This design comes from an exercise in tuning for small area on the open sky130 flow, not from production work.
In this exercise RTL edits were held to simulation tests only and were not proved equivalent to the original.

// poker_board
module poker_board (
	input        Clk,
	input        Reset,
	input  [7:0] Switches,
	input        SCEN,
	input        Ack,
	input        Check,
	input        Bet,
	input        Call,
	input        Fold,
	output [3:0] Card1, Card2, Card3, Card4, Card5,
	output [3:0] Player1card1, Player1card2, Player2card1, Player2card2,
	output [7:0] Player1balance, Player2balance,
	output       PlayerTurn,
	output       DispCards,
	output       Winner,
	output       Gameover,
	output [5:0] Player1state,
	output [5:0] Player2state,
	output       Betting,
	output [31:0] Digits
);
For scale: ~1300 cells after synthesis, ~0.0099 mm2 of cells after synthesis.
clock: 20.0 ns
lec_check: 0
abc_area: 1
cap_margin: 20
core_margin: 2
core_utilization: 40
slew_margin: 20
standard.sh (not shown) runs the stock make flow with config.mk's settings and CLKGATE_MAP_FILE= SYNTH_SCRIPT=/design/flow/synth_recipe.tcl, a recipe that flattens the netlist after the stock synthesis.
==> flow/flow/run.sh <==
#!/bin/bash
# Own layout flow: the standard synthesis, then its combinational logic
# re-mapped by ABC for area (every register instance is kept as it is), then
# the standard layout from floorplan to finish, with the smallest buffer
# on the ports and no dummy loads in the clock tree.
set -euo pipefail
W=$(pwd)
R=$W/orfs/results/$FLOW_PLATFORM/poker_board/base
LIB=$FLOW_HOME/platforms/$FLOW_PLATFORM/lib/sky130_fd_sc_hd__tt_025C_1v80.lib

bash standard.sh synth > $W/log_1_synth.txt 2>&1
cp $R/1_2_yosys.v $W/std_1_2_yosys.v

DONT_USE=$(sed -n '/^export DONT_USE_CELLS += /,/^$/p' $FLOW_HOME/platforms/$FLOW_PLATFORM/config.mk \
	| grep -o 'sky130_fd_sc_hd__[a-z0-9_]*' | sed 's/^/-dont_use /' | tr '\n' ' ')

yosys -p "
read_liberty -ignore_miss_func $LIB
read_verilog $W/std_1_2_yosys.v
hierarchy -check -top $FLOW_TOP
setattr -mod -set keep_hierarchy 1 sky130_fd_sc_hd__df* sky130_fd_sc_hd__edf* sky130_fd_sc_hd__conb_1
flatten
rename -hide w:*.*
opt -purge
abc -liberty $LIB -script $W/flow/area.abc $DONT_USE $FLOW_TOP
opt_clean -purge
select $FLOW_TOP
write_verilog -noattr -nohex -nodec -selected $W/abc_1_2_yosys.v
" > $W/log_2_resyn.txt 2>&1

yosys -p "
read_liberty -lib $LIB
read_verilog $W/abc_1_2_yosys.v
hierarchy -check -top $FLOW_TOP
hilomap -singleton -hicell sky130_fd_sc_hd__conb_1 HI -locell sky130_fd_sc_hd__conb_1 LO
splitnets
opt_clean -purge
insbuf -buf sky130_fd_sc_hd__buf_4 A X
check -assert
tee -o $W/resyn_stat.txt stat -liberty $LIB
write_verilog -noattr -nohex -nodec $W/resyn_1_2_yosys.v
" > $W/log_3_resyn_check.txt 2>&1

cp $W/resyn_1_2_yosys.v $R/1_2_yosys.v
rm -f $R/1_synth.odb
bash standard.sh BUFFER_PORTS_ARGS="-buffer_cell sky130_fd_sc_hd__buf_1" \
	CTS_ARGS="-sink_clustering_enable -repair_clock_nets -dont_use_dummy_load -buf_list sky130_fd_sc_hd__clkbuf_8 -sink_clustering_size 8" finish > $W/log_4_layout.txt 2>&1
==> flow/flow/area.abc <==
strash
&get -n
&dch -f
&nf -R 1000
&put
mfs2 -a
strash
&get -n
&dch -f
&nf -R 1000
&put
mfs2 -a
strash
&get -n
&dch -f
&nf -R 1000
&put
mfs2 -a
strash
&get -n
&dch -f
&nf -R 1000
&put
mfs2 -a
strash
&get -n
&dch -f
&nf -R 1000
&put
mfs2 -a
strash
&get -n
&dch -f
&nf -R 1000
&put
mfs2 -a
strash
&get -n
&dch -f
&nf -R 1000
&put
mfs2 -a
strash
&get -n
&dch -f
&nf -R 1000
&put
mfs2 -a
strash
&get -n
&dch -f
&nf -R 1000
&put
mfs2 -a
strash
&get -n
&dch -f
&nf -R 1000
&put
mfs2 -a
strash
&get -n
&dch -f
&nf -R 1000
&put
mfs2 -a
strash
&get -n
&dch -f
&nf -R 1000
&put
mfs2 -a
strash
&get -n
&dch -f
&nf -R 1000
&put
mfs2 -a
strash
&get -n
&dch -f
&nf -R 1000
&put
mfs2 -a
strash
&get -n
&dch -f
&nf -R 1000
&put
mfs2 -a
strash
&get -n
&dch -f
&nf -R 1000
&put
mfs2 -a
strash
&get -n
&dch -f
&nf -R 1000
&put
mfs2 -a
strash
&get -n
&dch -f
&nf -R 1000
&put
mfs2 -a
strash
&get -n
&dch -f
&nf -R 1000
&put
mfs2 -a
strash
&get -n
&dch -f
&nf -R 1000
&put
mfs2 -a
strash
&get -n
&dch -f
&nf -R 1000
&put
mfs2 -a
strash
&get -n
&dch -f
&nf -R 1000
&put
mfs2 -a
strash
&get -n
&dch -f
&nf -R 1000
&put
mfs2 -a
strash
&get -n
&dch -f
&nf -R 1000
&put
mfs2 -a
strash
&get -n
&dch -f
&nf -R 1000
&put
mfs2 -a
strash
&get -n
&dch -f
&nf -R 1000
&put
mfs2 -a
strash
&get -n
&dch -f
&nf -R 1000
&put
mfs2 -a
strash
&get -n
&dch -f
&nf -R 1000
&put
mfs2 -a
strash
&get -n
&dch -f
&nf -R 1000
&put
mfs2 -a
strash
&get -n
&dch -f
&nf -R 1000
&put
mfs2 -a
strash
&get -n
&dch -f
&nf -R 1000
&put
mfs2 -a
strash
&get -n
&dch -f
&nf -R 1000
&put
mfs2 -a
strash
&get -n
&dch -f
&nf -R 1000
&put
mfs2 -a
strash
&get -n
&dch -f
&nf -R 1000
&put
mfs2 -a
strash
&get -n
&dch -f
&nf -R 1000
&put
mfs2 -a
strash
&get -n
&dch -f
&nf -R 1000
&put
mfs2 -a
strash
&get -n
&dch -f
&nf -R 1000
&put
mfs2 -a
strash
&get -n
&dch -f
&nf -R 1000
&put
mfs2 -a
strash
&get -n
&dch -f
&nf -R 1000
&put
mfs2 -a
strash
&get -n
&dch -f
&nf -R 1000
&put
mfs2 -a
strash
&get -n
&dch -f
&nf -R 1000
&put
Next try:
--- a/flow/flow/run.sh
+++ b/flow/flow/run.sh
@@ -4,2 +4 @@
-# the standard layout from floorplan to finish, with the smallest buffer
-# on the ports and no dummy loads in the clock tree.
+# the standard layout from floorplan to finish.
@@ -46,2 +45 @@
-bash standard.sh BUFFER_PORTS_ARGS="-buffer_cell sky130_fd_sc_hd__buf_1" \
-	CTS_ARGS="-sink_clustering_enable -repair_clock_nets -dont_use_dummy_load -buf_list sky130_fd_sc_hd__clkbuf_8 -sink_clustering_size 8" finish > $W/log_4_layout.txt 2>&1
+bash standard.sh BUFFER_PORTS_ARGS="-buffer_cell sky130_fd_sc_hd__buf_1" finish > $W/log_4_layout.txt 2>&1
==> flow/flow/area.abc (replaced) <==
strash
&get -n
&dch -f
&nf -R 1000
&put
Result: Routed wire length came out higher by about 2.3%; utilization came out higher by 0.58 points; area after synthesis came out higher by 3.8%; hold slack got worse by 14 ps; first-iteration DRC count came out lower by about 11%; critical path depth came out lower by 1; final cell count came out higher by about 6%.

## afterwards: timing with drivers on the ports
No port has a modelled driver above. Below, the same layouts with a new extraction and two added sets of constraints. Step 1: set_driving_cell puts a clkbuf_16 on Clk and a buf_2 on each other input, an assumption about the parent block. Step 2 adds t to the input delays and takes it off the output delays; t is the mean of the earliest and latest rising clock arrival at the registers after step 1. Input paths then give back, and output paths get back, about the clock's delay inside the block. a / b / c = no drivers / after step 1 / after step 2; a / b = the first two.
run | t (ns) | slack for setup (ns) | worst register clock-pin slew, ns
the first run | 0.419 | 6.430 / 6.430 / 6.430 | 0.12 / 0.12
the second run | 0.406 | 6.798 / 6.798 / 6.798 | 0.08 / 0.08
After both steps every run listed still meets setup and hold.
